What follows belongs to an exercise in optimizing a design on an open flow for small area; a production flow would make more cautious choices. Function was not checked in any run shown here: the RTL went through the layout flow alone. No activity file was given, so power comes from the tool's default toggle rates.

### flow/design.v
module top(
	input						clk,
	input						rst_n,
	input 	[8-1:0]	pixel_in,
	input						valid_in,
	input	[2-1:0]color_in,
	input						last_col_in,
	input						last_pic_in,
	input	[3-1:0]	mode_in,
	output 	[8-1:0]	pixel_out,
	output						valid_out,
	output  [2-1:0]color_out,
	output						last_col_out,
	output						last_pic_out,
	output						finish_operation
);
	reg	[8-1:0]	pixel_in_reg;    
	reg						valid_in_reg;    
	reg	[2-1:0]color_in_reg;    
	reg						last_col_in_reg; 
	reg						last_pic_in_reg; 
	reg	[3-1:0]	mode_reg;       
	reg	[8-1:0]	pixel_out_reg,   n_pixel_out_reg;
	reg						valid_out_reg,   n_valid_out_reg;
	reg	[2-1:0]color_out_reg,   n_color_out_reg;
	reg						last_col_out_reg,n_last_col_out_reg;
	reg						last_pic_out_reg,n_last_pic_out_reg;
	reg						finish_reg, n_finish_reg;
	assign pixel_out   		= pixel_out_reg;
	assign valid_out   		= valid_out_reg;
	assign color_out   		= color_out_reg;
	assign last_col_out		= last_col_out_reg;
	assign last_pic_out		= last_pic_out_reg;
	assign finish_operation = finish_reg;
	localparam  r_mean_local = 8'b00010110;
	localparam  g_mean_local = 8'b00100110;
	localparam  b_mean_local = 8'b00010110;
	localparam 	k_r_local = 16'b0000000100111010;
	localparam 	k_g_local = 16'b0000000010110101;
	localparam 	k_b_local = 16'b0000000100111010;
	wire 	[8-1:0]	pixel_in_dem;
	wire 						valid_in_dem;
	wire 	[2-1:0]color_in_dem;
	wire 						last_col_in_dem;
	wire 						last_pic_in_dem;
	wire 	[8-1:0]	pixel_out_dem;
	wire 						valid_out_dem;
	wire 	[2-1:0]color_out_dem;
	wire 						last_col_out_dem;
	wire 						last_pic_out_dem;
	assign pixel_in_dem		= mode_reg == 3'd6 || mode_reg == 3'd0 ? pixel_in_reg : 8'd0;
	assign valid_in_dem		= mode_reg == 3'd6 || mode_reg == 3'd0 ? valid_in_reg : 1'b0;		
	assign color_in_dem		= mode_reg == 3'd6 || mode_reg == 3'd0 ? color_in_reg : 2'd3;		
	assign last_col_in_dem	= mode_reg == 3'd6 || mode_reg == 3'd0 ? last_col_in_reg : 1'b0;	
	assign last_pic_in_dem	= mode_reg == 3'd6 || mode_reg == 3'd0 ? last_pic_in_reg : 1'b0;	
	wire 	[8-1:0]	pixel_in_den;
	wire 						valid_in_den;
	wire 	[2-1:0]color_in_den;
	wire 						last_col_in_den;
	wire 						last_pic_in_den;
	wire 	[8-1:0]	pixel_out_den;
	wire 						valid_out_den;
	wire 	[2-1:0]color_out_den;
	wire 						last_col_out_den;
	wire 						last_pic_out_den;
	assign pixel_in_den		= mode_reg == 3'd1 ? pixel_in_reg : pixel_out_dem;
	assign valid_in_den		= mode_reg == 3'd1 ? valid_in_reg : valid_out_dem;		
	assign color_in_den		= mode_reg == 3'd1 ? color_in_reg : color_out_dem;
	assign last_col_in_den	= mode_reg == 3'd1 ? last_col_in_reg	: last_col_out_dem;
	assign last_pic_in_den	= mode_reg == 3'd1 ? last_pic_in_reg	: last_pic_out_dem;
	wire 	[8-1:0]	pixel_in_mean;
	wire 						valid_in_mean;
	wire 	[2-1:0]color_in_mean;
	wire 						last_pic_in_mean;
	wire 	[8-1:0]	r_mean_out_mean;
	wire 	[8-1:0]	g_mean_out_mean;
	wire 	[8-1:0]	b_mean_out_mean;
	wire 						valid_out_mean;
	wire 	[2-1:0]color_out_mean;
	wire 						last_pic_out_mean;
	wire 						finish_out_mean;
	assign pixel_in_mean	=  mode_reg == 3'd2 ? pixel_in_reg : pixel_out_den;
	assign valid_in_mean	=  mode_reg == 3'd2 ? valid_in_reg : valid_out_den;		
	assign color_in_mean	=  mode_reg == 3'd2 ? color_in_reg : color_out_den;
	assign last_pic_in_mean	=  mode_reg == 3'd2 ? last_pic_in_reg	: last_pic_out_den;
	wire 						valid_in_gain;
	wire 	[8-1:0]	r_mean_in_gain;
	wire 	[8-1:0]	g_mean_in_gain;
	wire 	[8-1:0]	b_mean_in_gain;
	wire 						valid_out_gain;
	wire 	[11:0]	k_r_out_gain;
	wire 	[11:0]	k_g_out_gain;
	wire 	[11:0]	k_b_out_gain;
	assign valid_in_gain 	= mode_reg == 3'd3 ? valid_in_reg : finish_out_mean;
	assign r_mean_in_gain	= mode_reg == 3'd3 ? r_mean_local : r_mean_out_mean;
	assign g_mean_in_gain	= mode_reg == 3'd3 ? g_mean_local : g_mean_out_mean;
	assign b_mean_in_gain	= mode_reg == 3'd3 ? b_mean_local : b_mean_out_mean;
	wire						valid_value_in_wb;
	wire 	[8-1:0]	pixel_in_wb;
	wire 	[2-1:0]color_in_wb;
	wire						valid_gain_in_wb;
	wire 						last_pic_in_wb;
	wire 	[16-1:0]	k_r_in_wb;
	wire 	[16-1:0]	k_g_in_wb;
	wire 	[16-1:0]	k_b_in_wb;
	wire						valid_value_out_wb;
	wire 	[8-1:0]	pixel_out_wb;
	wire 	[2-1:0]color_out_wb;
	wire 						last_pic_out_wb;
	assign valid_value_in_wb	= valid_in_reg;
	assign pixel_in_wb			= pixel_in_reg; 
	assign color_in_wb			= color_in_reg;
	assign last_pic_in_wb		= last_pic_in_reg;
	assign valid_gain_in_wb		= mode_reg == 3'd4 ? last_col_in : valid_out_gain;  
	assign k_r_in_wb			= mode_reg == 3'd4 ? k_r_local :  k_r_out_gain;
	assign k_g_in_wb			= mode_reg == 3'd4 ? k_g_local :  k_g_out_gain;
	assign k_b_in_wb			= mode_reg == 3'd4 ? k_b_local :  k_b_out_gain;
	wire 	[8-1:0]	pixel_in_gamma;
	wire 						valid_in_gamma;
	wire 	[2-1:0]color_in_gamma;
	wire 						last_pic_in_gamma;
	wire 	[8-1:0]	pixel_out_gamma;
	wire 						valid_out_gamma;
	wire 	[2-1:0]color_out_gamma;
	wire 						last_pic_out_gamma;
	assign pixel_in_gamma 		= mode_reg == 3'd5 ? pixel_in_reg : pixel_out_wb;
	assign valid_in_gamma		= mode_reg == 3'd5 ? valid_in_reg : valid_value_out_wb;
	assign color_in_gamma		= mode_reg == 3'd5 ? color_in_reg : color_out_wb;
	assign last_pic_in_gamma	= mode_reg == 3'd5 ? last_pic_out_reg : last_pic_out_wb;
	reg last_col_d;
	wire [8-1:0] pixel_in_d;
	wire last_pic_d;
	always@(posedge clk or negedge rst_n) begin
		if(!rst_n) last_col_d <= 1'b0;
		else last_col_d <= last_col_in_reg;
	end
demosaic demosaic(
	.clk(clk),
	.rst_n(rst_n),
	.valid(valid_in_dem),
	.data_in_r(pixel_in_d),
	.end_col_r(last_col_d),
	.end_pic_r(last_pic_d),
	.RGB_valid(valid_out_dem),
	.RGB_data(pixel_out_dem),
	.color(color_out_dem),
	.col_last(last_col_out_dem),
	.pic_last(last_pic_out_dem)
);
denoise denoise(
	.clk(clk),
	.rst_n(rst_n),
	.pixel_in(pixel_in_den),
	.valid_in(valid_in_den),
	.last_col_in(last_col_in_den),
	.last_pic_in(last_pic_in_den),
	.pixel_out(pixel_out_den),
	.valid_out(valid_out_den),
	.color_out(color_out_den),
	.last_col_out(last_col_out_den),
	.last_pic_out(last_pic_out_den)
);
Mean mean(
	.clk(clk), 
	.rst_n(rst_n),
	.valid_i(valid_in_mean),   
	.color_i(color_in_mean),
	.value_i(pixel_in_mean),
	.last_i(last_pic_in_mean),  
	.r_mean_o(r_mean_out_mean),
	.g_mean_o(g_mean_out_mean),
	.b_mean_o(b_mean_out_mean),
	.valid_o(valid_out_mean),	 
	.color_o(color_out_mean),	 
	.last_o(last_pic_out_mean),	 
	.finish_o(finish_out_mean)
);
Gain gain(
	.clk(clk),
	.rst_n(rst_n),
	.valid_i(valid_in_gain),
	.r_mean_i(r_mean_in_gain),
	.g_mean_i(g_mean_in_gain),
	.b_mean_i(b_mean_in_gain),
	.K_R_o(k_r_out_gain),
	.K_G_o(k_g_out_gain),
	.K_B_o(k_b_out_gain),
	.valid_gain_o(valid_out_gain)  
	);
WB wb(
	.clk(clk),
	.rst_n(rst_n),
	.valid_value_i(valid_value_in_wb),  
	.color_i(color_in_wb),
	.value_i(pixel_in_wb),
	.valid_gain_i(valid_gain_in_wb),
	.last_i(last_pic_in_wb),
	.K_R(k_r_in_wb[11:4]),
	.K_G(k_g_in_wb[11:4]),
	.K_B(k_b_in_wb[11:4]),
	.value_r(pixel_in_d),
	.last_tmp(last_pic_d),
	.value_o(pixel_out_wb),
	.valid_o(valid_value_out_wb),
	.color_o(color_out_wb),
	.last_o(last_pic_out_wb)
	);
gamma_122 gamma(
	.clk(clk),
	.rst_n(rst_n),
	.pixel_in(pixel_in_gamma),
	.valid_in(valid_in_gamma),
	.color_in(color_in_gamma),
	.last_pic_in(last_pic_in_gamma),
	.pixel_out(pixel_out_gamma),
	.valid_out(valid_out_gamma),
	.color_out(color_out_gamma),
	.last_pic_out(last_pic_out_gamma)
);
always@(*) begin
	n_pixel_out_reg = pixel_out_reg;
	n_valid_out_reg = valid_out_reg;
	n_color_out_reg = color_out_reg;
	n_last_col_out_reg = 1'b0;
	n_last_pic_out_reg = 1'b0;
	n_finish_reg = 1'b0; 
	case(mode_reg)
		3'd0:begin
			n_pixel_out_reg =    pixel_out_dem;
			n_valid_out_reg =    valid_out_dem;
			n_color_out_reg =    color_out_dem;
			n_last_col_out_reg = last_col_out_dem;
			n_last_pic_out_reg = last_pic_out_dem;
			n_finish_reg = color_out_dem == 2'd2 && last_col_out_dem; 
		end
		3'd1:begin
			n_pixel_out_reg =    pixel_out_den;
			n_valid_out_reg =    valid_out_den;
			n_color_out_reg =    color_out_den;
			n_last_col_out_reg = last_col_out_den;
			n_last_pic_out_reg = last_pic_out_den;
			n_finish_reg = color_out_den == 2'd2 && last_col_out_den; 
		end
		3'd2:begin
			n_pixel_out_reg =    color_out_mean == 2'd0 ? r_mean_out_mean :
								 color_out_mean == 2'd1 ? g_mean_out_mean :
								 b_mean_out_mean;
			n_valid_out_reg =    valid_out_mean;
			n_color_out_reg =    color_out_mean;
			n_last_pic_out_reg = last_pic_out_mean;
			n_finish_reg = finish_out_mean; 
		end
		3'd3:begin
			n_pixel_out_reg = 	 k_r_out_gain;
			n_valid_out_reg =    valid_out_gain;
			n_color_out_reg =    2'd0;
			n_last_pic_out_reg = 1'b0;
			n_finish_reg = valid_out_gain; 
		end
		3'd4:begin
			n_pixel_out_reg = 	 pixel_out_wb;
			n_valid_out_reg =    valid_value_out_wb;
			n_color_out_reg =    color_out_wb;
			n_last_pic_out_reg = last_pic_out_wb;
			n_finish_reg = color_out_wb == 2'd2 && last_pic_out_wb; 
		end
		3'd5: begin
			n_pixel_out_reg = 	 pixel_out_gamma;
			n_valid_out_reg = 	 valid_out_gamma;
			n_color_out_reg = 	 color_out_gamma;
			n_last_pic_out_reg = last_pic_out_gamma;
			n_finish_reg	= 	 color_out_gamma == 2'd2 && last_pic_out_gamma;
		end
		3'd6: begin
			n_pixel_out_reg = 	 pixel_out_den;   
			n_valid_out_reg =    valid_out_den;  
			n_color_out_reg =    color_out_den;  
			n_last_col_out_reg = last_col_out_den;
			n_last_pic_out_reg = last_pic_out_den;
			n_finish_reg = valid_out_gain; 
		end
		3'd7: begin
			n_pixel_out_reg =    pixel_out_gamma;
			n_valid_out_reg = 	 valid_out_gamma;
			n_color_out_reg = 	 color_out_gamma;
			n_last_pic_out_reg = last_pic_out_gamma;
			n_finish_reg	= 	 color_out_gamma == 2'd2 && last_pic_out_gamma;
		end
	endcase
end
always@(posedge clk or negedge rst_n) begin
	if(!rst_n) begin
		pixel_in_reg	<= 0;    
		valid_in_reg    <= 0;
		color_in_reg    <= 2'd3;
		last_col_in_reg <= 0; 
		last_pic_in_reg <= 0;
		mode_reg		<= 3'd0;
		pixel_out_reg	<= 0 ;  
		valid_out_reg	<= 0;
		color_out_reg	<= 2'd3;   
		last_col_out_reg <= 0;
		last_pic_out_reg <= 0;
		finish_reg 		<=  0;
	end 
	else begin
		pixel_in_reg 	<= pixel_in;     
		valid_in_reg 	<= valid_in;
		color_in_reg 	<= color_in;
		last_col_in_reg <=  last_col_in;
		last_pic_in_reg <=  last_pic_in;
		mode_reg 		<= mode_in;
		pixel_out_reg 	<= n_pixel_out_reg;
		valid_out_reg 	<= n_valid_out_reg;
		color_out_reg 	<= n_color_out_reg;
		last_col_out_reg <= n_last_col_out_reg;
		last_pic_out_reg <= n_last_pic_out_reg;
		finish_reg 		<=  n_finish_reg;
	end
end
endmodule
module demosaic(
        clk,
        rst_n,
        valid,           
        data_in_r,       
        end_col_r,       
        end_pic_r,       
        RGB_valid,
        RGB_data,
        color,
        col_last,
        pic_last
        );
input           clk;
input           rst_n;
input           valid;
input   [7:0]   data_in_r;
input           end_col_r;
input           end_pic_r;
output          RGB_valid;
output  [7:0]   RGB_data;
output  [1:0]   color;
output          col_last;
output          pic_last;
localparam  P_INIT1 = 2'd0;
localparam  P_INIT2 = 2'd1;
localparam  P_NEW   = 2'd2;
localparam  P_PAT   = 2'd3;
localparam  L_IDLE  = 2'd0;
localparam  L_R     = 2'd1;
localparam  L_G     = 2'd2;
localparam  L_B     = 2'd3;
reg         valid_r;
reg [1:0]   phase_r;
reg         ctype_r;         
reg [2:0]   counter_r;
reg [1:0]   lstate_r;
reg [127:0] xs;              
reg [8:0]   s1_r, s2_r;      
reg [7:0]   r_n, g_n, b_n;
reg         cl_buf, pl_buf;
reg         RGB_valid_r;
reg [7:0]   RGB_data_r;
reg [1:0]   color_r;
reg         col_last_r;
reg         pic_last_r;
assign RGB_valid = RGB_valid_r;
assign RGB_data = RGB_data_r;
assign color = color_r;
assign col_last = col_last_r;
assign pic_last = pic_last_r;
wire [7:0]  x8   = xs[63:56];
wire [7:0]  x9   = xs[71:64];
wire [7:0]  x10  = xs[79:72];
wire [7:0]  x16  = xs[127:120];
wire [8:0]  s0   = data_in_r + x16;
wire [8:0]  ver  = x8 + x10;
wire [9:0]  ud   = s0 + s2_r;
wire [9:0]  hv   = s1_r + ver;
wire [7:0]  vX   = ud[9:2];
wire [7:0]  vY   = hv[9:2];
wire [7:0]  vH   = s1_r[8:1];
wire [7:0]  vV   = ver[8:1];
wire [7:0]  vC   = x9;
wire        odd  = counter_r[0];
reg  [7:0]  r_w, g_w, b_w;
always @(*) begin
    g_w = (ctype_r ^ odd) ? vC : vY;
    case ({ctype_r, odd})
        2'b00: begin r_w = vX; b_w = vC; end    
        2'b01: begin r_w = vH; b_w = vV; end    
        2'b10: begin r_w = vV; b_w = vH; end    
        default: begin r_w = vC; b_w = vX; end  
    endcase
end
wire        load = valid_r && (lstate_r == L_IDLE || lstate_r == L_B);
wire        pat  = (phase_r == P_PAT);
always @(posedge clk) begin
    if (valid_r) begin
        xs <= {xs[119:0], data_in_r};
        s1_r <= s0;
        s2_r <= s1_r;
    end
    r_n <= r_w;
    if (load) begin
        g_n <= g_w;
        b_n <= b_w;
        cl_buf <= end_col_r;
        pl_buf <= end_pic_r;
    end
end
always @(posedge clk or negedge rst_n) begin
    if (!rst_n) begin
        valid_r <= 1'b0;
        phase_r <= P_INIT1;
        ctype_r <= 1'b0;
        counter_r <= 3'd0;
        lstate_r <= L_IDLE;
        RGB_valid_r <= 1'b0;
        RGB_data_r <= 8'd0;
        color_r <= 2'd0;
        col_last_r <= 1'b0;
        pic_last_r <= 1'b0;
    end
    else begin
        valid_r <= valid;
        if (valid_r) begin
            case (phase_r)
                P_INIT1: begin
                    counter_r <= counter_r + 3'd1;
                    if (counter_r == 3'd7) phase_r <= P_INIT2;
                end
                P_INIT2: begin
                    counter_r <= counter_r + 3'd1;
                    if (counter_r == 3'd7) begin
                        phase_r <= P_NEW;
                        ctype_r <= 1'b0;
                    end
                end
                P_NEW: begin
                    counter_r <= counter_r + 3'd1;
                    if (counter_r[0]) phase_r <= P_PAT;
                end
                default: begin
                    if (end_col_r) begin
                        phase_r <= P_INIT1;
                        counter_r <= 3'd0;
                    end
                    else begin
                        counter_r <= counter_r + 3'd1;
                        if (counter_r == 3'd7) begin
                            phase_r <= P_NEW;
                            ctype_r <= ~ctype_r;
                        end
                    end
                end
            endcase
        end
        case (lstate_r)
            L_IDLE: begin
                RGB_valid_r <= 1'b0;
                col_last_r <= 1'b0;
                pic_last_r <= 1'b0;
                if (load && pat) lstate_r <= L_R;
            end
            L_R: begin
                lstate_r <= L_G;
                RGB_valid_r <= 1'b1;
                RGB_data_r <= r_n;
                color_r <= 2'd0;
                col_last_r <= cl_buf;
                pic_last_r <= pl_buf;
            end
            L_G: begin
                lstate_r <= L_B;
                RGB_valid_r <= 1'b1;
                RGB_data_r <= g_n;
                color_r <= 2'd1;
            end
            default: begin
                lstate_r <= (load && pat) ? L_R : L_IDLE;
                RGB_valid_r <= 1'b1;
                RGB_data_r <= b_n;
                color_r <= 2'd2;
            end
        endcase
    end
end
endmodule
module denoise(
	input			clk,
	input			rst_n,
	input 	[8-1:0]	pixel_in,
	input			valid_in,
	input			last_col_in,
	input			last_pic_in,
	output 	[8-1:0]	pixel_out,
	output			valid_out,
	output  [2-1:0]	color_out,
	output			last_col_out,
	output			last_pic_out
);
localparam INIT_12 	= 2'd0;
localparam INIT_2	= 2'd1;
localparam OUT 		= 2'd3;
localparam VOID		= 2'd3;
reg	[7:0]	pixel_in_reg;
reg			valid_in_reg;
reg			last_col_in_reg;
reg			last_pic_in_reg;
reg	[7:0]	pixel_out_reg;
reg			valid_out_reg;
reg	[1:0]	color_out_reg;
reg			last_col_out_reg;
reg			last_pic_out_reg;
assign pixel_out = pixel_out_reg;
assign valid_out = valid_out_reg;
assign color_out = color_out_reg;
assign last_col_out = last_col_out_reg;
assign last_pic_out = last_pic_out_reg;
reg [1:0]	state_0;
reg [2:0]	counter_0;
reg [1:0]	valid_count_0;
reg			init_12_last_flag;
reg			last_col_1, last_col_2;
reg			last_pic_1, last_pic_2;
reg [1:0]	oc_1, oc_2;			 
reg [7:0]	q_1, q_2;			 
reg [287:0]	line;				 
reg			full18, full36;		 
reg [9:0]	sum6_r, sum3_r, sum6_g, sum3_g, sum6_b, sum3_b;
wire		adv  = valid_in_reg && valid_count_0 == 2'd2;
wire		wrap = counter_0 == 3'd5;
wire [7:0]	pos8 = full18 ? line[143:136] : 8'd0;
wire [7:0]	pos7 = full36 ? line[287:280] : 8'd0;
wire [9:0]	h    = pos7 + pos8 + pixel_in_reg;
reg  [9:0]	s6, s3;
always @(*) begin
	case (valid_count_0)
		2'd0: begin s6 = sum6_r; s3 = sum3_r; end
		2'd1: begin s6 = sum6_g; s3 = sum3_g; end
		default: begin s6 = sum6_b; s3 = sum3_b; end
	endcase
end
wire [11:0]	sum9 = h + s3 + s6;
wire [24:0]	prod = sum9 * 13'd1821;
wire [7:0]	q_0  = prod[21:14];
wire		upd = valid_in_reg && (state_0 == OUT || state_0 == INIT_2);
always @(posedge clk) begin
	if (valid_in_reg) line <= {line[279:0], pixel_in_reg};
end
always @(posedge clk or negedge rst_n) begin
	if(!rst_n) begin
		pixel_in_reg  <= 0;
		valid_in_reg  <= 0;
		last_col_in_reg   <= 0;
		last_pic_in_reg   <= 0;
		pixel_out_reg <= 0;
		valid_out_reg <= 0;
		color_out_reg <= 0;
		last_col_out_reg  <= 0;
		last_pic_out_reg  <= 0;
		state_0 <= INIT_12;
		counter_0 <= 0;
		valid_count_0 <= 0;
		init_12_last_flag <= 0;
		last_col_1 <= 0;
		last_col_2 <= 0;
		last_pic_1 <= 0;
		last_pic_2 <= 0;
		oc_1 <= VOID;
		oc_2 <= VOID;
		q_1 <= 0;
		q_2 <= 0;
		full18 <= 0;
		full36 <= 0;
		sum6_r <= 0;
		sum3_r <= 0;
		sum6_g <= 0;
		sum3_g <= 0;
		sum6_b <= 0;
		sum3_b <= 0;
	end
	else begin
		pixel_in_reg  <= pixel_in;
		valid_in_reg  <= valid_in;
		last_col_in_reg   <= last_col_in;
		last_pic_in_reg   <= last_pic_in;
		init_12_last_flag <= state_0 == INIT_12 ? ((valid_count_0 == 2'd2 && wrap) ? 1'b1 : init_12_last_flag) : 1'b0;
		case (state_0)
			INIT_12: begin
				if (adv && wrap && init_12_last_flag) state_0 <= INIT_2;
				if (adv) counter_0 <= wrap ? 3'd0 : counter_0 + 3'd1;
			end
			INIT_2: begin
				if (adv && counter_0 == 3'd1) state_0 <= OUT;
				if (adv) counter_0 <= counter_0 + 3'd1;
			end
			default: begin
				if (adv && wrap) state_0 <= last_col_1 ? INIT_12 : INIT_2;
				if (adv) counter_0 <= wrap ? 3'd0 : counter_0 + 3'd1;
			end
		endcase
		if (valid_in_reg) begin
			valid_count_0 <= valid_count_0 == 2'd2 ? 2'd0 : valid_count_0 + 2'd1;
			if (valid_count_0 == 2'd2 && wrap) begin
				full18 <= 1'b1;
				if (full18) full36 <= 1'b1;
			end
		end
		if (upd) begin
			case (valid_count_0)
				2'd0: begin sum6_r <= h; sum3_r <= sum6_r; end
				2'd1: begin sum6_g <= h; sum3_g <= sum6_g; end
				default: begin sum6_b <= h; sum3_b <= sum6_b; end
			endcase
		end
		oc_1 <= (valid_in_reg && state_0 == OUT) ? valid_count_0 : VOID;
		q_1 <= q_0;
		last_col_1 <= last_col_in_reg;
		last_pic_1 <= last_pic_in_reg;
		oc_2 <= oc_1;
		q_2 <= q_1;
		last_col_2 <= last_col_1;
		last_pic_2 <= last_pic_1;
		pixel_out_reg <= q_2;
		valid_out_reg <= oc_2 != VOID;
		color_out_reg <= oc_2;
		last_col_out_reg <= last_col_2;
		last_pic_out_reg <= last_pic_2;
	end
end
endmodule
module Mean(
	clk,
	rst_n,
	valid_i,
	color_i,
	value_i,
	last_i,
	r_mean_o,
	g_mean_o,
	b_mean_o,
	valid_o,
	color_o,
	last_o,
	finish_o
	);
	localparam RED = 2'd0;
	localparam GREEN = 2'd1;
	localparam BLUE = 2'd2;
	input clk, rst_n, valid_i, last_i;
	input [1:0] color_i;
	input [7:0] value_i;
	output valid_o, last_o;
	output reg finish_o;
	output [1:0] color_o;
	output [7:0] r_mean_o, g_mean_o, b_mean_o;
	reg valid_r, last_r;
	reg [1:0] color_r;
	reg [7:0] value_r, value_d;
	reg valid_tmp, last_tmp, finish_tmp;
	reg [1:0] color_tmp;
	reg [1:0] last_state_r;
	reg [27:0] acc_r, acc_g, acc_b;
	assign valid_o = valid_tmp;
	assign last_o = last_tmp;
	assign color_o = color_tmp;
	assign r_mean_o = acc_r[27:20];
	assign g_mean_o = acc_g[27:20];
	assign b_mean_o = acc_b[27:20];
	reg [27:0] acc_sel;
	always @(*) begin
		case (color_tmp)
			RED:     acc_sel = acc_r;
			GREEN:   acc_sel = acc_g;
			default: acc_sel = acc_b;
		endcase
	end
	wire [27:0] acc_sum = acc_sel + value_d;
	always @(posedge clk) begin
		value_r <= value_i;
		value_d <= value_r;
	end
	always @(posedge clk or negedge rst_n) begin
		if (~rst_n) begin
			valid_r <= 0;
			last_r <= 0;
			color_r <= 0;
			valid_tmp <= 0;
			last_tmp <= 0;
			color_tmp <= 0;
			finish_tmp <= 0;
			finish_o <= 0;
			last_state_r <= 0;
			acc_r <= 0;
			acc_g <= 0;
			acc_b <= 0;
		end
		else begin
			valid_r <= valid_i;
			last_r <= last_i;
			color_r <= color_i;
			valid_tmp <= valid_r;
			last_tmp <= last_r;
			color_tmp <= color_r;
			finish_o <= finish_tmp;
			finish_tmp <= last_state_r == 2'd3 ? 1'b1 :
			              last_state_r == 2'd0 ? 1'b0 : finish_o;
			case (last_state_r)
				2'd3: last_state_r <= 2'd0;
				default: if (last_i) last_state_r <= last_state_r + 2'd1;
			endcase
			if (valid_tmp) begin
				case (color_tmp)
					RED:   acc_r <= acc_sum;
					GREEN: acc_g <= acc_sum;
					BLUE:  acc_b <= acc_sum;
					default: ;
				endcase
			end
		end
	end
endmodule
module gain_div(
	input             clk,
	input             rst_n,
	input             valid_r,
	input      [7:0]  mean_i,
	input      [7:0]  k_mean_r,
	output     [11:0] k_prev,      
	output reg        finish
	);
	localparam IDLE = 2'd0;
	localparam FIND = 2'd1;
	localparam CALC = 2'd2;
	localparam DONE = 2'd3;
	reg [1:0]  state;
	reg [3:0]  counter;
	reg [2:0]  msb;
	reg [7:0]  dv;        
	reg [8:0]  rem;
	reg [12:0] k_tmp;
	wire       found = dv[msb];
	wire       ge    = rem >= {1'b0, dv};
	wire [7:0] rem_s = ge ? rem[7:0] - dv : rem[7:0];
	wire [2:0] sh    = 3'd7 - msb;
	wire       shifted = state == DONE || (state == CALC && counter != {1'b0, msb});
	assign k_prev = shifted ? k_tmp[12:1] : k_tmp[11:0];
	always @(posedge clk or negedge rst_n) begin
		if (~rst_n) begin
			state   <= IDLE;
			counter <= 0;
			msb     <= 3'd7;
			finish  <= 0;
			dv      <= 0;
			rem     <= 0;
			k_tmp   <= 0;
		end
		else begin
			case (state)
				IDLE: begin
					rem <= {1'b0, k_mean_r};
					if (valid_r) state <= FIND;
					else         dv <= mean_i;
				end
				FIND: begin
					if (found) begin
						state   <= CALC;
						counter <= {1'b0, msb};
						dv      <= dv << sh;
					end
					else msb <= msb - 3'd1;
				end
				CALC: begin
					if (counter == 4'd15) begin
						state   <= DONE;
						counter <= 0;
						dv      <= (dv >> 1) >> sh;
					end
					else counter <= counter + 4'd1;
					rem   <= {rem_s, 1'b0};
					k_tmp <= {k_tmp[11:0], ge};
				end
				default: begin
					finish <= 1'b1;
					state  <= IDLE;
				end
			endcase
		end
	end
endmodule
module Gain(
	clk,
	rst_n,
	valid_i,
	r_mean_i,
	g_mean_i,
	b_mean_i,
	K_R_o,
	K_G_o,
	K_B_o,
	valid_gain_o
	);
	input clk, rst_n, valid_i;
	input [7:0] r_mean_i, g_mean_i, b_mean_i;
	output valid_gain_o;
	output [11:0] K_R_o, K_G_o, K_B_o;	 
	wire [9:0]  msum = r_mean_i + g_mean_i + b_mean_i;
	wire [20:0] mprod = msum * 11'd683;
	reg valid_r;
	reg [7:0] K_mean_r;
	wire finish_R, finish_G, finish_B;
	assign valid_gain_o = finish_R & finish_G & finish_B;
	gain_div div_r(.clk(clk), .rst_n(rst_n), .valid_r(valid_r), .mean_i(r_mean_i),
		.k_mean_r(K_mean_r), .k_prev(K_R_o), .finish(finish_R));
	gain_div div_g(.clk(clk), .rst_n(rst_n), .valid_r(valid_r), .mean_i(g_mean_i),
		.k_mean_r(K_mean_r), .k_prev(K_G_o), .finish(finish_G));
	gain_div div_b(.clk(clk), .rst_n(rst_n), .valid_r(valid_r), .mean_i(b_mean_i),
		.k_mean_r(K_mean_r), .k_prev(K_B_o), .finish(finish_B));
	always@(posedge clk or negedge rst_n) begin
		if(~rst_n) begin
			K_mean_r 	<= 0;
			valid_r  	<= 0;
		end
		else begin
			K_mean_r 	<= mprod[18:11];
			valid_r  	<= valid_i;
		end
	end
endmodule
module WB(
	clk,
	rst_n,
	valid_value_i,
	color_i,
	value_i,
	valid_gain_i,
	last_i,
	K_R,
	K_G,
	K_B,
	value_r,
	last_tmp,
	value_o,
	valid_o,
	color_o,
	last_o
	);
	input clk, rst_n, valid_value_i, valid_gain_i, last_i;
	input [1:0] color_i;
	input [7:0] value_i;
	input [7:0] K_R, K_G, K_B;		 
	output reg [7:0] value_r;
	output reg last_tmp;
	output reg valid_o;
	output [1:0] color_o;
	output reg last_o;
	output reg [7:0] value_o;
	reg valid_tmp;
	reg [1:0] color_r, color_tmp;
	reg [7:0] k_sel;
	assign color_o = color_tmp;
	wire valid_w = valid_value_i & valid_gain_i;
	reg [7:0] k_w;
	always @(*) begin
		if (!valid_w) k_w = 8'd0;
		else case (color_i)
			2'd0: k_w = K_R;
			2'd1: k_w = K_G;
			2'd2: k_w = K_B;
			default: k_w = 8'd1;
		endcase
	end
	wire [15:0] value_tmp = k_sel * value_r;
	wire [7:0] value_tmp_2 = value_tmp[15:12] != 4'd0 ? 8'hff : value_tmp[11:4];
	always @(posedge clk or negedge rst_n) begin
		if(~rst_n) begin
			valid_tmp <= 1'd0;
			color_r 	<= 2'd0;
			color_tmp 	<= 2'd0;
			value_r 	<= 8'd0;
			k_sel 	<= 8'd0;
			last_o 	<= 0;
			last_tmp<= 0;
			valid_o <= 0;
			value_o	<= 0;
		end
		else begin
			valid_tmp <= valid_w;
			color_r 	<= color_i;
			color_tmp 	<= color_r;
			value_r <= value_i;
			k_sel 	<= k_w;
			last_tmp <= last_i;
			last_o 	<= last_tmp;
			valid_o <= valid_tmp;
			value_o <= value_tmp_2;
		end
	end
endmodule
module gamma_122(
	input			clk,
	input			rst_n,
	input 	[8-1:0]	pixel_in,
	input			valid_in,
	input	[2-1:0]	color_in,
	input			last_pic_in,
	output 	[8-1:0]	pixel_out,
	output			valid_out,
	output  [2-1:0]	color_out,
	output			last_pic_out
);
reg	[8-1:0]	pixel_in_reg;
reg						valid_in_reg;
reg	[2-1:0]				color_in_reg;
reg						last_pic_in_reg;
reg	[8-1:0]	pixel_out_reg, n_pixel_out_reg;
reg						valid_out_reg, n_valid_out_reg;
reg	[2-1:0]				color_out_reg, n_color_out_reg;
reg						last_pic_out_reg, n_last_pic_out_reg;
assign pixel_out = pixel_out_reg;
assign valid_out = valid_out_reg;
assign color_out = color_out_reg;
assign last_pic_out = last_pic_out_reg;
always@(*) begin
	n_valid_out_reg = valid_in_reg;
	n_color_out_reg = color_in_reg;
	n_last_pic_out_reg = last_pic_in_reg;
end
always@(*) begin
	case(pixel_in_reg)
		8'd0:    n_pixel_out_reg = 8'd0;
		8'd1:    n_pixel_out_reg = 8'd20;
		8'd2:    n_pixel_out_reg = 8'd28;
		8'd3:    n_pixel_out_reg = 8'd33;
		8'd4:    n_pixel_out_reg = 8'd38;
		8'd5:    n_pixel_out_reg = 8'd42;
		8'd6:    n_pixel_out_reg = 8'd46;
		8'd7:    n_pixel_out_reg = 8'd49;
		8'd8:    n_pixel_out_reg = 8'd52;
		8'd9:    n_pixel_out_reg = 8'd55;
		8'd10:   n_pixel_out_reg = 8'd58;
		8'd11:   n_pixel_out_reg = 8'd61;
		8'd12:   n_pixel_out_reg = 8'd63;
		8'd13:   n_pixel_out_reg = 8'd65;
		8'd14:   n_pixel_out_reg = 8'd68;
		8'd15:   n_pixel_out_reg = 8'd70;
		8'd16:   n_pixel_out_reg = 8'd72;
		8'd17:   n_pixel_out_reg = 8'd74;
		8'd18:   n_pixel_out_reg = 8'd76;
		8'd19:   n_pixel_out_reg = 8'd78;
		8'd20:   n_pixel_out_reg = 8'd80;
		8'd21:   n_pixel_out_reg = 8'd81;
		8'd22:   n_pixel_out_reg = 8'd83;
		8'd23:   n_pixel_out_reg = 8'd85;
		8'd24:   n_pixel_out_reg = 8'd87;
		8'd25:   n_pixel_out_reg = 8'd88;
		8'd26:   n_pixel_out_reg = 8'd90;
		8'd27:   n_pixel_out_reg = 8'd91;
		8'd28:   n_pixel_out_reg = 8'd93;
		8'd29:   n_pixel_out_reg = 8'd94;
		8'd30:   n_pixel_out_reg = 8'd96;
		8'd31:   n_pixel_out_reg = 8'd97;
		8'd32:   n_pixel_out_reg = 8'd99;
		8'd33:   n_pixel_out_reg = 8'd100;
		8'd34:   n_pixel_out_reg = 8'd102;
		8'd35:   n_pixel_out_reg = 8'd103;
		8'd36:   n_pixel_out_reg = 8'd104;
		8'd37:   n_pixel_out_reg = 8'd106;
		8'd38:   n_pixel_out_reg = 8'd107;
		8'd39:   n_pixel_out_reg = 8'd108;
		8'd40:   n_pixel_out_reg = 8'd109;
		8'd41:   n_pixel_out_reg = 8'd111;
		8'd42:   n_pixel_out_reg = 8'd112;
		8'd43:   n_pixel_out_reg = 8'd113;
		8'd44:   n_pixel_out_reg = 8'd114;
		8'd45:   n_pixel_out_reg = 8'd115;
		8'd46:   n_pixel_out_reg = 8'd117;
		8'd47:   n_pixel_out_reg = 8'd118;
		8'd48:   n_pixel_out_reg = 8'd119;
		8'd49:   n_pixel_out_reg = 8'd120;
		8'd50:   n_pixel_out_reg = 8'd121;
		8'd51:   n_pixel_out_reg = 8'd122;
		8'd52:   n_pixel_out_reg = 8'd123;
		8'd53:   n_pixel_out_reg = 8'd124;
		8'd54:   n_pixel_out_reg = 8'd125;
		8'd55:   n_pixel_out_reg = 8'd126;
		8'd56:   n_pixel_out_reg = 8'd128;
		8'd57:   n_pixel_out_reg = 8'd129;
		8'd58:   n_pixel_out_reg = 8'd130;
		8'd59:   n_pixel_out_reg = 8'd131;
		8'd60:   n_pixel_out_reg = 8'd132;
		8'd61:   n_pixel_out_reg = 8'd133;
		8'd62:   n_pixel_out_reg = 8'd134;
		8'd63:   n_pixel_out_reg = 8'd135;
		8'd64:   n_pixel_out_reg = 8'd136;
		8'd65:   n_pixel_out_reg = 8'd136;
		8'd66:   n_pixel_out_reg = 8'd137;
		8'd67:   n_pixel_out_reg = 8'd138;
		8'd68:   n_pixel_out_reg = 8'd139;
		8'd69:   n_pixel_out_reg = 8'd140;
		8'd70:   n_pixel_out_reg = 8'd141;
		8'd71:   n_pixel_out_reg = 8'd142;
		8'd72:   n_pixel_out_reg = 8'd143;
		8'd73:   n_pixel_out_reg = 8'd144;
		8'd74:   n_pixel_out_reg = 8'd145;
		8'd75:   n_pixel_out_reg = 8'd146;
		8'd76:   n_pixel_out_reg = 8'd147;
		8'd77:   n_pixel_out_reg = 8'd147;
		8'd78:   n_pixel_out_reg = 8'd148;
		8'd79:   n_pixel_out_reg = 8'd149;
		8'd80:   n_pixel_out_reg = 8'd150;
		8'd81:   n_pixel_out_reg = 8'd151;
		8'd82:   n_pixel_out_reg = 8'd152;
		8'd83:   n_pixel_out_reg = 8'd153;
		8'd84:   n_pixel_out_reg = 8'd153;
		8'd85:   n_pixel_out_reg = 8'd154;
		8'd86:   n_pixel_out_reg = 8'd155;
		8'd87:   n_pixel_out_reg = 8'd156;
		8'd88:   n_pixel_out_reg = 8'd157;
		8'd89:   n_pixel_out_reg = 8'd158;
		8'd90:   n_pixel_out_reg = 8'd158;
		8'd91:   n_pixel_out_reg = 8'd159;
		8'd92:   n_pixel_out_reg = 8'd160;
		8'd93:   n_pixel_out_reg = 8'd161;
		8'd94:   n_pixel_out_reg = 8'd162;
		8'd95:   n_pixel_out_reg = 8'd162;
		8'd96:   n_pixel_out_reg = 8'd163;
		8'd97:   n_pixel_out_reg = 8'd164;
		8'd98:   n_pixel_out_reg = 8'd165;
		8'd99:   n_pixel_out_reg = 8'd165;
		8'd100:      n_pixel_out_reg = 8'd166;
		8'd101:      n_pixel_out_reg = 8'd167;
		8'd102:      n_pixel_out_reg = 8'd168;
		8'd103:      n_pixel_out_reg = 8'd168;
		8'd104:      n_pixel_out_reg = 8'd169;
		8'd105:      n_pixel_out_reg = 8'd170;
		8'd106:      n_pixel_out_reg = 8'd171;
		8'd107:      n_pixel_out_reg = 8'd171;
		8'd108:      n_pixel_out_reg = 8'd172;
		8'd109:      n_pixel_out_reg = 8'd173;
		8'd110:      n_pixel_out_reg = 8'd174;
		8'd111:      n_pixel_out_reg = 8'd174;
		8'd112:      n_pixel_out_reg = 8'd175;
		8'd113:      n_pixel_out_reg = 8'd176;
		8'd114:      n_pixel_out_reg = 8'd176;
		8'd115:      n_pixel_out_reg = 8'd177;
		8'd116:      n_pixel_out_reg = 8'd178;
		8'd117:      n_pixel_out_reg = 8'd178;
		8'd118:      n_pixel_out_reg = 8'd179;
		8'd119:      n_pixel_out_reg = 8'd180;
		8'd120:      n_pixel_out_reg = 8'd181;
		8'd121:      n_pixel_out_reg = 8'd181;
		8'd122:      n_pixel_out_reg = 8'd182;
		8'd123:      n_pixel_out_reg = 8'd183;
		8'd124:      n_pixel_out_reg = 8'd183;
		8'd125:      n_pixel_out_reg = 8'd184;
		8'd126:      n_pixel_out_reg = 8'd185;
		8'd127:      n_pixel_out_reg = 8'd185;
		8'd128:      n_pixel_out_reg = 8'd186;
		8'd129:      n_pixel_out_reg = 8'd187;
		8'd130:      n_pixel_out_reg = 8'd187;
		8'd131:      n_pixel_out_reg = 8'd188;
		8'd132:      n_pixel_out_reg = 8'd189;
		8'd133:      n_pixel_out_reg = 8'd189;
		8'd134:      n_pixel_out_reg = 8'd190;
		8'd135:      n_pixel_out_reg = 8'd190;
		8'd136:      n_pixel_out_reg = 8'd191;
		8'd137:      n_pixel_out_reg = 8'd192;
		8'd138:      n_pixel_out_reg = 8'd192;
		8'd139:      n_pixel_out_reg = 8'd193;
		8'd140:      n_pixel_out_reg = 8'd194;
		8'd141:      n_pixel_out_reg = 8'd194;
		8'd142:      n_pixel_out_reg = 8'd195;
		8'd143:      n_pixel_out_reg = 8'd196;
		8'd144:      n_pixel_out_reg = 8'd196;
		8'd145:      n_pixel_out_reg = 8'd197;
		8'd146:      n_pixel_out_reg = 8'd197;
		8'd147:      n_pixel_out_reg = 8'd198;
		8'd148:      n_pixel_out_reg = 8'd199;
		8'd149:      n_pixel_out_reg = 8'd199;
		8'd150:      n_pixel_out_reg = 8'd200;
		8'd151:      n_pixel_out_reg = 8'd200;
		8'd152:      n_pixel_out_reg = 8'd201;
		8'd153:      n_pixel_out_reg = 8'd202;
		8'd154:      n_pixel_out_reg = 8'd202;
		8'd155:      n_pixel_out_reg = 8'd203;
		8'd156:      n_pixel_out_reg = 8'd203;
		8'd157:      n_pixel_out_reg = 8'd204;
		8'd158:      n_pixel_out_reg = 8'd205;
		8'd159:      n_pixel_out_reg = 8'd205;
		8'd160:      n_pixel_out_reg = 8'd206;
		8'd161:      n_pixel_out_reg = 8'd206;
		8'd162:      n_pixel_out_reg = 8'd207;
		8'd163:      n_pixel_out_reg = 8'd208;
		8'd164:      n_pixel_out_reg = 8'd208;
		8'd165:      n_pixel_out_reg = 8'd209;
		8'd166:      n_pixel_out_reg = 8'd209;
		8'd167:      n_pixel_out_reg = 8'd210;
		8'd168:      n_pixel_out_reg = 8'd210;
		8'd169:      n_pixel_out_reg = 8'd211;
		8'd170:      n_pixel_out_reg = 8'd212;
		8'd171:      n_pixel_out_reg = 8'd212;
		8'd172:      n_pixel_out_reg = 8'd213;
		8'd173:      n_pixel_out_reg = 8'd213;
		8'd174:      n_pixel_out_reg = 8'd214;
		8'd175:      n_pixel_out_reg = 8'd214;
		8'd176:      n_pixel_out_reg = 8'd215;
		8'd177:      n_pixel_out_reg = 8'd216;
		8'd178:      n_pixel_out_reg = 8'd216;
		8'd179:      n_pixel_out_reg = 8'd217;
		8'd180:      n_pixel_out_reg = 8'd217;
		8'd181:      n_pixel_out_reg = 8'd218;
		8'd182:      n_pixel_out_reg = 8'd218;
		8'd183:      n_pixel_out_reg = 8'd219;
		8'd184:      n_pixel_out_reg = 8'd219;
		8'd185:      n_pixel_out_reg = 8'd220;
		8'd186:      n_pixel_out_reg = 8'd220;
		8'd187:      n_pixel_out_reg = 8'd221;
		8'd188:      n_pixel_out_reg = 8'd222;
		8'd189:      n_pixel_out_reg = 8'd222;
		8'd190:      n_pixel_out_reg = 8'd223;
		8'd191:      n_pixel_out_reg = 8'd223;
		8'd192:      n_pixel_out_reg = 8'd224;
		8'd193:      n_pixel_out_reg = 8'd224;
		8'd194:      n_pixel_out_reg = 8'd225;
		8'd195:      n_pixel_out_reg = 8'd225;
		8'd196:      n_pixel_out_reg = 8'd226;
		8'd197:      n_pixel_out_reg = 8'd226;
		8'd198:      n_pixel_out_reg = 8'd227;
		8'd199:      n_pixel_out_reg = 8'd227;
		8'd200:      n_pixel_out_reg = 8'd228;
		8'd201:      n_pixel_out_reg = 8'd228;
		8'd202:      n_pixel_out_reg = 8'd229;
		8'd203:      n_pixel_out_reg = 8'd229;
		8'd204:      n_pixel_out_reg = 8'd230;
		8'd205:      n_pixel_out_reg = 8'd230;
		8'd206:      n_pixel_out_reg = 8'd231;
		8'd207:      n_pixel_out_reg = 8'd231;
		8'd208:      n_pixel_out_reg = 8'd232;
		8'd209:      n_pixel_out_reg = 8'd232;
		8'd210:      n_pixel_out_reg = 8'd233;
		8'd211:      n_pixel_out_reg = 8'd233;
		8'd212:      n_pixel_out_reg = 8'd234;
		8'd213:      n_pixel_out_reg = 8'd234;
		8'd214:      n_pixel_out_reg = 8'd235;
		8'd215:      n_pixel_out_reg = 8'd235;
		8'd216:      n_pixel_out_reg = 8'd236;
		8'd217:      n_pixel_out_reg = 8'd236;
		8'd218:      n_pixel_out_reg = 8'd237;
		8'd219:      n_pixel_out_reg = 8'd237;
		8'd220:      n_pixel_out_reg = 8'd238;
		8'd221:      n_pixel_out_reg = 8'd238;
		8'd222:      n_pixel_out_reg = 8'd239;
		8'd223:      n_pixel_out_reg = 8'd239;
		8'd224:      n_pixel_out_reg = 8'd240;
		8'd225:      n_pixel_out_reg = 8'd240;
		8'd226:      n_pixel_out_reg = 8'd241;
		8'd227:      n_pixel_out_reg = 8'd241;
		8'd228:      n_pixel_out_reg = 8'd242;
		8'd229:      n_pixel_out_reg = 8'd242;
		8'd230:      n_pixel_out_reg = 8'd243;
		8'd231:      n_pixel_out_reg = 8'd243;
		8'd232:      n_pixel_out_reg = 8'd244;
		8'd233:      n_pixel_out_reg = 8'd244;
		8'd234:      n_pixel_out_reg = 8'd245;
		8'd235:      n_pixel_out_reg = 8'd245;
		8'd236:      n_pixel_out_reg = 8'd246;
		8'd237:      n_pixel_out_reg = 8'd246;
		8'd238:      n_pixel_out_reg = 8'd247;
		8'd239:      n_pixel_out_reg = 8'd247;
		8'd240:      n_pixel_out_reg = 8'd248;
		8'd241:      n_pixel_out_reg = 8'd248;
		8'd242:      n_pixel_out_reg = 8'd249;
		8'd243:      n_pixel_out_reg = 8'd249;
		8'd244:      n_pixel_out_reg = 8'd249;
		8'd245:      n_pixel_out_reg = 8'd250;
		8'd246:      n_pixel_out_reg = 8'd250;
		8'd247:      n_pixel_out_reg = 8'd251;
		8'd248:      n_pixel_out_reg = 8'd251;
		8'd249:      n_pixel_out_reg = 8'd252;
		8'd250:      n_pixel_out_reg = 8'd252;
		8'd251:      n_pixel_out_reg = 8'd253;
		8'd252:      n_pixel_out_reg = 8'd253;
		8'd253:      n_pixel_out_reg = 8'd254;
		8'd254:      n_pixel_out_reg = 8'd254;
		8'd255:      n_pixel_out_reg = 8'd255;
		default:     n_pixel_out_reg = 8'd0;
	endcase
end
always@(posedge clk or negedge rst_n)
	if(!rst_n) begin
		pixel_in_reg <= 0;
		valid_in_reg <= 0;
		color_in_reg <= 0;
		last_pic_in_reg <= 0;
		pixel_out_reg <= 0;
		valid_out_reg <= 0;
		color_out_reg <= 0;
		last_pic_out_reg <= 0;
	end
	else begin
		pixel_in_reg <= pixel_in;
		valid_in_reg <= valid_in;
		color_in_reg <= color_in;
		last_pic_in_reg <= last_pic_in;
		pixel_out_reg <= n_pixel_out_reg;
		valid_out_reg <= n_valid_out_reg;
		color_out_reg <= n_color_out_reg;
		last_pic_out_reg <= n_last_pic_out_reg;
	end
endmodule
### flow/run.sh
#!/bin/bash
# synth_recipe.tcl (not shown) runs the flow's synth.tcl, then flattens the netlist and writes it again
# the make line also repeats each setting of config.mk as NAME=value (left out here)
make -C /OpenROAD-flow-scripts/flow DESIGN_CONFIG=/design/flow/config.mk WORK_HOME=/design/flow/orfs CLKGATE_MAP_FILE= SYNTH_SCRIPT=/design/flow/synth_recipe.tcl finish
### flow/config.mk
export PLATFORM = sky130hd
export DESIGN_NAME = top
export DESIGN_NICKNAME = top
export VERILOG_FILES = /design/flow/design.v
export SDC_FILE = /design/flow/constraint.sdc
export NUM_CORES = 4
export LEC_CHECK = 0
export CAP_MARGIN = 20
export CORE_MARGIN = 2
export CORE_UTILIZATION = 40
export CTS_BUF_LIST = sky130_fd_sc_hd__clkbuf_16
export CTS_CLUSTER_DIAMETER = 80
export CTS_CLUSTER_SIZE = 30
export SLEW_MARGIN = 20
### flow/constraint.sdc
create_clock -name core_clock -period 10.0 [get_ports {clk}]
set_input_delay 2.0000 -clock core_clock [delete_from_list [all_inputs] [get_ports {clk}]]
set_output_delay 2.0000 -clock core_clock [all_outputs]
set_load 0.01 [all_outputs]
==> results of run 1 <==
cells by family after synthesis:
logic type / after synthesis
flops: 928
mux: 281
fa+ha+maj: 420
simple gates: 840
buf+inv: 425
compound gates: 866
xor+xnor: 159
power by group through the flow:
stage          Combinational, mW  Clock (mW)  Sequential (mW)
3_3_place_gp                6.14           0             6.37
6_report                    6.20        2.56             6.30
5_1_grt                     7.12        2.79             6.46
3_5_place_dp                6.23           0             6.38
2_1_floorplan               4.92           0             6.14
4_1_cts                     6.27        2.66             6.32
worst max-delay path by stage:
stage | from | end | slack [ns]
after floorplan | denoise.full36 | denoise.q_1[7] | 1.65
after global placement | denoise.full18 | denoise.q_1[7] | 0.97
after detailed placement | denoise.full18 | denoise.q_1[7] | 0.86
after CTS | denoise.full18 | denoise.q_1[7] | 0.78
after global routing | denoise.full18 | denoise.q_1[7] | 0.15
final | denoise.full18 | denoise.q_1[7] | 0.83
layout make-up:
class | count | area, um2 | area share
Inverter | 269 | 1010 | 0.01979
Clock inverter | 43 | 546.8 | 0.01072
Tap cell | 1536 | 1922 | 0.03767
Sequential cell | 928 | 25390 | 0.4978
Clock buffer | 55 | 1376 | 0.02698
Multi-Input combinational cell | 2566 | 20160 | 0.3952
Antenna cell | 2 | 5.005 | 0.00009810
Timing Repair Buffer | 65 | 601.8 | 0.01180
cells in the final DEF, fill, tap and decap left out, types with 12 or more instances in the layout:
master | netlist | routed
a211oi_1 | 42 | 42
dfrtp_1 | 435 | 432
a21oi_1 | 177 | 177
o22ai_1 | 24 | 24
nand3_1 | 34 | 33
o31ai_1 | 19 | 19
mux4_2 | 30 | 30
a31oi_1 | 21 | 21
nor2_1 | 166 | 166
xor2_1 | 75 | 75
o21ai_0 | 291 | 291
edfxtp_1 | 452 | 452
nand4_1 | 19 | 19
dfxtp_1 | 24 | 24
inv_1 | 265 | 272
mux2_2 | 137 | 137
fa_1 | 97 | 97
a22oi_1 | 18 | 18
a22o_1 | 12 | 12
nand2_1 | 359 | 359
and2_1 | 78 | 78
o21bai_1 | 18 | 18
o21ai_1 | 13 | 13
buf_4 | 6 | 31
a221oi_1 | 22 | 22
o211ai_1 | 23 | 23
nor2b_1 | 40 | 40
mux2i_1 | 105 | 105
ha_1 | 322 | 322
or2_2 | 12 | 12
nand2b_1 | 32 | 32
clkdlybuf4s50_1 | 0 | 30
o21a_1 | 38 | 38
xnor2_1 | 84 | 84
a21o_1 | 50 | 50
dfstp_2 | 17 | 17
clkbuf_16 | 0 | 55
nor3_1 | 51 | 49
per-layer routing:
| layer | vias to the layer above | GRT usage | share of wire |
|---|---|---|---|
| li1 | 13950 | - | - |
| met1 | 14280 | 0.2428 | 0.49 |
| met2 | 508 | 0.2488 | 0.44 |
| met3 | 86 | 0.02811 | 0.049 |
| met4 | 0 | 0.02977 | 0.016 |
| met5 | - | 0 | 0 |
==> flow_summary.ini, run 1 <==
[critical_path]
path_delay_family = adder cells
r2r-start = denoise.full18
rr_worst_depth = 37
cp.required_ns = 10.62
r2r_slack_ns = 0.83
critPathSlowestCell = fa_1
critical_path_buf_inv_count = 6
crit_path_max_incr_delay_ns = 0.53
path_depth = 37
path_max_fanout = 10
endpoint_kind = register
regToRegEndpoint = denoise.q_1[7]
setup.worst_path.start_class = register
critPathArrivalTime_ns = 9.79
path_class = register to register

[timing]
fin_crit_ns = 9.174
tns_ns = 0
relSlewSlack = 0.2526
tightestPinTransition_ns = 1.109
timing.final.ws_setup_ns = 0.8263
fin_crit_sh = 0.9174
max_freq_mhz = 109.0
slew_violations = 0
worst_clock_skew_ns = 0.05538
rsz0062_at_grt = no
finalHoldViolCount = 0
hold_ws_ns = 0.3370
setup_viol = 0

[cts]
clock_latency_ns = 0.69
cts.root.buffer_cell = clkbuf_16
cts_tree = built
cts_hold_buf = 0
cts_buffers = 52
clk_pin_slew_ns = 0.12
clk_path_buf_depth = 3
cts_setup_buffers = 0
cts_resized = 0
htreeDepth = 2
cts_sinks = 928

[routing]
ant_nets = 0
drt_iter0_drc = 2441
via_per_inst = 5.275
drt_wl_total_um = 97300
firstDrtPassIters = 6
vias = 28820
drc = 0
wl_per_cell_um = 17.81

[die]
die_w_um = 347.5
pin_count = 32
start_util = 0.4017
core_um2 = 117500
die_area_um2 = 120700
row_count = 126
die_h_um = 347.5

[global_route]
grt_pass1_wl_um = 157800
grtUsageTotal = 0.1622
antenna_found_initial = 4
grt_max_degree = 92
grt_pass1_vias = 28040
grt-ovfl-total = 0

[power_and_ir_drop]
cellPowerDensity_nw_per_um2 = 295.3
vdd_drop_max_uv = 204.0
power.share.combinational = 0.412
power_switching_mw = 5.855
switching_share = 0.3887
p_int_mw = 9.208
p_leak_nw = 21.83
total_power_mw = 15.06
power_frac_seq = 0.418
clockPowerShare = 0.170

[synthesis]
synth_top_family_by_area = adder cells
synth_most_common_cell = edfxtp_1
yosysSeqAreaShare = 0.5380
synth_compound_area_frac = 0.1160
synthFlopType = edfxtp_1
synthMuxAreaShare = 0.07168
synth_simple_gate_area_frac = 0.08305
ys_ff_latch = 928
synth_common_cells = edfxtp_1, dfrtp_1, nand2_1, ha_1, o21ai_0
syn_area_um2 = 47180
yosysUniqueCellTypes = 93
synthCells = 3919
synth_area_per_cell_um2 = 12.04
synthAdderAreaFrac = 0.1268
synthTopCellsByArea = edfxtp_1, dfrtp_1, ha_1
synth-edff-count = 452
synth_top_area_cell = edfxtp_1
synth_async_sr_flop_share = 0.4871
synth_xor_area_frac = 0.02951
syn-num-nets = 4356
synth.top_cell.area_share = 0.2877
yosysWarnings = 8

[layout]
largest_register_ffs = 288
nets = 4319
top_regs = denoise.line x288, demosaic.xs x128
finalInstanceArea_um2 = 51020
instances_no_fill = 5464
final_core_util = 0.4344
area_growth_pct = 8.125
largest_register = denoise.line
layout-drive-gt1-share = 0.09068
fill_cells = 10800

[worst_hold_path]
holdPathStages = 0
hold_path.class = register to register
whs_endpoint = mean.value_d[2]
worstHoldStart = mean.value_r[2]

[flow_run]
cap_violations = 0

[placed_design]
finalWeightedCongestion = 0.8731
dp_cells = 5363
postPlaceCellArea_um2 = 49060
preCtsSetupSlack_ns = 0.8599
numPortBuffers = 31
dp_hpwl_um = 67330

[status]
outcome = no timing/DRC/antenna violations
==> inputs of run 2 (changes only) <==
--- a/flow/design.v
+++ b/flow/design.v
@@ -545,6 +545,5 @@
 end
 wire [11:0]	sum9 = h + s3 + s6;
-wire [24:0]	prod = sum9 * 13'd1821;
-wire [7:0]	q_0  = prod[21:14];
+wire [7:0]	q_0  = sum9 / 4'd9;
 wire		upd = valid_in_reg && (state_0 == OUT || state_0 == INIT_2);
 always @(posedge clk) begin
@@ -809,5 +808,5 @@
 	output [11:0] K_R_o, K_G_o, K_B_o;	 
 	wire [9:0]  msum = r_mean_i + g_mean_i + b_mean_i;
-	wire [20:0] mprod = msum * 11'd683;
+	wire [7:0]  kmean = msum / 2'd3;
 	reg valid_r;
 	reg [7:0] K_mean_r;
@@ -826,5 +825,5 @@
 		end
 		else begin
-			K_mean_r 	<= mprod[18:11];
+			K_mean_r 	<= kmean;
 			valid_r  	<= valid_i;
 		end
--- a/flow/config.mk
+++ b/flow/config.mk
@@ -10,5 +10,5 @@
 export CORE_UTILIZATION = 40
 export CTS_BUF_LIST = sky130_fd_sc_hd__clkbuf_16
-export CTS_CLUSTER_DIAMETER = 80
-export CTS_CLUSTER_SIZE = 30
+export CTS_CLUSTER_DIAMETER = 60
+export CTS_CLUSTER_SIZE = 25
 export SLEW_MARGIN = 20
==> flow_summary.ini, run 2 <==
[synthesis]
ys_ff_latch = 928
yosysSeqAreaShare = 0.5617
synth.top_cell.area_share = 0.3003
synth_top_area_cell = edfxtp_1
synthTopCellsByArea = edfxtp_1, dfrtp_1, ha_1
synth_area_per_cell_um2 = 11.46
synth-edff-count = 452
syn-num-nets = 4212
yosysWarnings = 8
synth_common_cells = nand2_1, edfxtp_1, dfrtp_1, o21ai_0, nor2_1
synthFlopType = edfxtp_1
synthCells = 3943
syn_area_um2 = 45190
synth_most_common_cell = nand2_1
yosysUniqueCellTypes = 95
synth_async_sr_flop_share = 0.4871

[timing]
tightestPinTransition_ns = 1.090
fin_crit_ns = 9.316
finalHoldViolCount = 0
timing.final.ws_setup_ns = 0.6841
tns_ns = 0
slew_violations = 0
max_freq_mhz = 107.3
worst_clock_skew_ns = 0.03348
fin_crit_sh = 0.9316
setup_viol = 0
rsz0062_at_grt = no
relSlewSlack = 0.2736

[critical_path]
crit_path_max_incr_delay_ns = 0.61
path_class = register to register
cp.required_ns = 10.58
worst_path_most_repeated_cell = ha_1
path_max_fanout = 10
crit_start = denoise.full18
setup.worst_path.start_class = register
path_delay_family = compound AO/OA/AOI/OAI gates
critPathSlowestCell = ha_1
endpoint_kind = register
r2r-start = denoise.full18
critical_path_buf_inv_count = 4
critPathArrivalTime_ns = 9.89

[global_route]
grt_pass1_wl_um = 155600
grtUsageTotal = 0.1669
grt-ovfl-total = 0
antenna_found_initial = 7
grt_max_degree = 148
grt_pass1_vias = 28030

[layout]
top_regs = denoise.line x288, demosaic.xs x128
largest_register_ffs = 288
multi_input_area_um2 = 18530
mostFrequentLayoutCell = nand2_1
fill_cells = 10370
instances_no_fill = 5489
largest_register = denoise.line
mostFrequentLayoutCells = nand2_1, edfxtp_1, dfrtp_1
finalInstanceArea_um2 = 50290
seq_area_um2 = 25400
nets = 4184
area_growth_pct = 11.29
layout-drive-gt1-share = 0.09880

[power_and_ir_drop]
cellPowerDensity_nw_per_um2 = 281.2
clockPowerShare = 0.256
power_frac_seq = 0.444
power_switching_mw = 5.073
vdd_drop_max_uv = 145.7
p_leak_nw = 20.70
switching_share = 0.3587
power.share.combinational = 0.300
total_power_mw = 14.14
p_int_mw = 9.071

[die]
die_area_um2 = 115700
die_w_um = 340.1
die_h_um = 340.1
core_um2 = 112300
pin_count = 32
row_count = 123
start_util = 0.4022

[routing]
wl_per_cell_um = 17.56
vias = 29130
ant_nets = 0
firstDrtPassIters = 7
via_per_inst = 5.308
drt_wl_total_um = 96380
drt_iter0_drc = 2560
drc = 0

[cts]
cts_sinks = 928
htreeDepth = 3
cts_buffers = 86
clk_pin_slew_ns = 0.08
cts_tree = built
clock_latency_ns = 0.67
clk_path_buf_depth = 3
cts.root.buffer_cell = clkbuf_16

[placed_design]
preCtsSetupSlack_ns = 0.4692
postPlaceCellArea_um2 = 46980
numPortBuffers = 31
dp_hpwl_um = 64770
finalWeightedCongestion = 0.8376
dp_cells = 5322

[worst_hold_path]
worstHoldStart = mean.value_r[6]
hold_path.class = register to register

[status]
outcome = no timing/DRC/antenna violations

[flow_run]
cap_violations = 0
run 2: cell types whose count changed in the layout (fill, tap and decap cells not counted), sizes merged, moves of 39 or more:
cell	delta
ha	-119
nand2	+119
inv	-73
nor2	+58
o21ai	+51
fa	-49
mux2	-39
run 2: area by class of cell:
class,instances,share of cell area
Antenna cell,1,0.00004976
Clock buffer,89,0.04428
Clock inverter,72,0.01911
Inverter,176,0.01314
Multi-Input combinational cell,2655,0.3684
Sequential cell,928,0.5051
Tap cell,1500,0.03732
Timing Repair Buffer,68,0.01266
run 2: per-stage QoR:
stage | hold slack (ns) | util
2_1_floorplan | 0.3096 | -
3_3_place_gp | 0.3124 | 0.4180
3_5_place_dp | 0.3135 | 0.4182
4_1_cts | 0.3326 | 0.4466
5_1_grt | 0.3386 | 0.4476
6_report | 0.3327 | 0.4477
run 2: metal layers:
layer,global-route usage,part of all wire
met5,0,0.00037
met4,0.05075,0.023
met3,0.02876,0.051
met2,0.2446,0.43
met1,0.2522,0.49
run 2: what timing repair did:
item / in CTS / in global routing
buffers inserted: 0 / 4
setup endpoints to repair: 0 / 2
resized for setup: 0 / 8
hold buffers: 0 / 0
run 2: cells by family (layout without fill, tap and decap cells):
| group | after synthesis | in the layout | synth area share |
|---|---|---|---|
| AND/OR/NAND/NOR | 1045 | 1045 | 0.1044 |
| AO/OA/AOI/OAI | 973 | 973 | 0.1350 |
| flip-flops | 928 | 928 | 0.5617 |
| buffers and inverters | 360 | 405 | 0.03001 |
| adder cells (fa/ha/maj) | 254 | 254 | 0.07813 |
| multiplexers | 241 | 241 | 0.06180 |
| XOR/XNOR | 142 | 142 | 0.02891 |
| other | 0 | 1 | 0 |
run 2: worst paths after layout:
kind / endpoint / slack (ns) / depth (start not counted)
setup / recovery: denoise.q_1[0] / 0.68 / 38
hold / removal: mean.value_d[6] / 0.33 / 0
min in group asynchronous: pixel_out_reg[0] / 1.42 / 1
max in group asynchronous: gain.div_b.k_tmp[11] / 7.07 / 2
hold reg to reg: mean.value_d[6] / 0.33 / 0
setup reg to reg: denoise.q_1[0] / 0.68 / 38
run 2: power by group through the flow:
| stage | combinational, mW | clock (mW) | sequential, mW |
|---|---|---|---|
| floorplan | 3.35 | 0 | 6.09 |
| global placement | 4.19 | 0 | 6.32 |
| detailed placement | 4.23 | 0 | 6.35 |
| CTS | 4.26 | 3.72 | 6.29 |
| global route | 4.80 | 3.88 | 6.43 |
| finish | 4.25 | 3.62 | 6.28 |
run 2: worst register-to-register path, delay by kind of cell, from the launching register on:
family / cells / cell delay, ns
AND/OR/NAND/NOR: 5 / 1.40
AO/OA/AOI/OAI: 20 / 4.34
XOR/XNOR: 3 / 0.62
buffers and inverters: 4 / 0.28
adder cells (fa/ha/maj): 6 / 2.15
flip-flops: 1 / 0.45
==> inputs of run 3 (changes only) <==
--- a/flow/config.mk
+++ b/flow/config.mk
@@ -9,6 +9,6 @@
 export CORE_MARGIN = 2
 export CORE_UTILIZATION = 40
-export CTS_BUF_LIST = sky130_fd_sc_hd__clkbuf_16
-export CTS_CLUSTER_DIAMETER = 60
-export CTS_CLUSTER_SIZE = 25
+export CTS_BUF_LIST = sky130_fd_sc_hd__clkbuf_8
+export CTS_CLUSTER_DIAMETER = 50
+export CTS_CLUSTER_SIZE = 16
 export SLEW_MARGIN = 20
==> flow_summary.ini, run 3 <==
[layout]
mostFrequentLayoutCells = nand2_1, edfxtp_1, dfrtp_1
fill_cells = 10500
mostFrequentLayoutCell = nand2_1
nets = 4199
layout-drive-gt1-share = 0.1019
area_growth_pct = 9.306

[critical_path]
critPathSlowestCell = dfrtp_2
critPathArrivalTime_ns = 10.05
endpoint_kind = register
regToRegEndpoint = denoise.q_1[0]
path_class = register to register
crit_path_max_incr_delay_ns = 0.45
r2r_slack_ns = 0.62
setup.worst_path.start_class = register
worst_path_most_repeated_cell = ha_1
cp.required_ns = 10.68
critical_path_buf_inv_count = 4

[placed_design]
dp_hpwl_um = 64770
finalWeightedCongestion = 0.8376

[global_route]
grt_pass1_wl_um = 155600
use_met1 = 0.2522
grt_pass1_vias = 28040
grt_max_degree = 148
busiest_layer = met1
grt_use_met2 = 0.2449
grtUsageTotal = 0.1673

[die]
core_um2 = 112300
die_area_um2 = 115700
row_count = 123
pin_count = 32

[timing]
worst_clock_skew_ns = 0.04508
fin_crit_ns = 9.376
finalHoldViolCount = 0
tns_ns = 0
setup_viol = 0

[routing]
wl_per_cell_um = 17.50
drt_wl_total_um = 96490
firstDrtPassIters = 6
vias = 29150
drt_iter0_drc = 2537
drc = 0

[cts]
clk_path_buf_depth = 3
cts_tree = built
clk_pin_slew_ns = 0.09
cts.root.buffer_cell = clkbuf_8
clock_latency_ns = 0.77
htreeDepth = 3
cts_buffers = 101

[synthesis]
synth-edff-count = 452
synthFlopType = edfxtp_1
synth_common_cells = nand2_1, edfxtp_1, dfrtp_1, o21ai_0, nor2_1
synth_xor_area_frac = 0.02891
syn-num-nets = 4212
synthCells = 3943
ys_ff_latch = 928
synth_async_sr_flop_share = 0.4871
synthMuxAreaShare = 0.06180
yosysUniqueCellTypes = 95
syn_area_um2 = 45190
synth_compound_area_frac = 0.1350
synth_area_per_cell_um2 = 11.46
synthAdderAreaFrac = 0.07813

[worst_hold_path]
holdPathStages = 0
hold_path.class = register to register
whs_endpoint = mean.value_d[6]
worstHoldStart = mean.value_r[6]

[power_and_ir_drop]
total_power_mw = 13.30
cellPowerDensity_nw_per_um2 = 269.3
p_leak_nw = 20.33

[status]
outcome = no timing/DRC/antenna violations

[flow_run]
cap_violations = 0
run 3: where the power goes:
group          internal (mW)  leakage (nW)  switching, mW
logic                   1.77          8.78           2.47
registers               5.41          10.4          0.858
clock network           1.24          1.18           1.54
run 3: worst max-delay path by stage:
| stage | start | endpoint | slack [ns] | cells after the start |
|---|---|---|---|---|
| 6_report | denoise.full18 | denoise.q_1[0] | 0.62 | 38 |
| 5_1_grt | denoise.full18 | denoise.q_1[0] | 0.01 | 39 |
| 4_1_cts | denoise.full18 | denoise.q_1[0] | 0.39 | 39 |
| 3_5_place_dp | denoise.full18 | denoise.q_1[0] | 0.47 | 39 |
| 3_3_place_gp | denoise.full18 | denoise.q_1[0] | 0.61 | 39 |
| 2_1_floorplan | denoise.full18 | denoise.q_1[0] | 1.85 | 39 |
run 3: area by class of cell:
class / count / area (um2) / share of cell area
Antenna cell: 1 / 2.502 / 0.00005066
Clock buffer: 102 / 1404 / 0.02842
Clock inverter: 84 / 888.4 / 0.01798
Inverter: 176 / 660.6 / 0.01337
Multi-Input combinational cell: 2655 / 18530 / 0.3751
Sequential cell: 928 / 25400 / 0.5142
Tap cell: 1500 / 1877 / 0.03799
Timing Repair Buffer: 68 / 636.9 / 0.01289
run 3: through the flow:
stage	instance area, um2	hold WS [ns]	std cells	setup slack, ns	utilization
floorplan	45190	0.3096	3943	1.850	-
global placement	46970	0.3124	5321	0.6125	0.4180
detailed placement	46980	0.3135	5322	0.4692	0.4182
CTS	49270	0.3386	5508	0.3942	0.4386
global route	49400	0.3393	5514	0.01115	0.4397
finish	49400	0.3355	5514	0.6239	0.4397
run 3: cells by family after synthesis:
| logic type | Yosys count |
|---|---|
| compound gates | 973 |
| buf+inv | 360 |
| xor+xnor | 142 |
| simple gates | 1045 |
| fa+ha+maj | 254 |
| mux | 241 |
| flops | 928 |
run 3: timing repair:
item,CTS,global route
hold buffers,0,0
hold endpoints to repair,0,0
setup buffers,0,4
resized for setup,0,8
endpoints found under the setup margin,0,2
run 3: per-layer routing:
layer / part of all wire / up-vias
li1: - / 14180
met1: 0.49 / 14210
met2: 0.43 / 622
met3: 0.053 / 139
met4: 0.024 / 6
met5: 0.00037 / -
run 3: worst reg2reg max path: cells and delay by family (launching register included):
| kind | cells | cell delay, ns |
|---|---|---|
| and+or+nand+nor | 8 | 2.08 |
| xor gates and xnor gates | 5 | 1.10 |
| AOI/OAI and AO/OA | 15 | 3.50 |
| buffers and inverters | 4 | 0.35 |
| DFF | 1 | 0.45 |
| adders and majority gates | 6 | 1.78 |

-- port drivers added, routing unchanged --
In the flow no input, the clock included, has a driving cell. The finished layouts below were timed again as built, in two steps. Step 1: set_driving_cell puts a clkbuf_16 on clk and a buf_2 on each other input, an assumption about the parent block. Step 2 also shifts input and output timing later by t, the mid clock arrival at the registers, as if the neighbouring blocks saw the same clock. Slacks: no drivers / after step 1 / after step 2; pairs: no drivers / after step 1.
run	t (ns)	setup slack, ns
run 1	0.736	0.826 / 0.826 / 0.826
run 2	0.726	0.684 / 0.684 / 0.684
run 3	0.823	0.624 / 0.624 / 0.624
After both steps setup and hold are still met in every run listed.
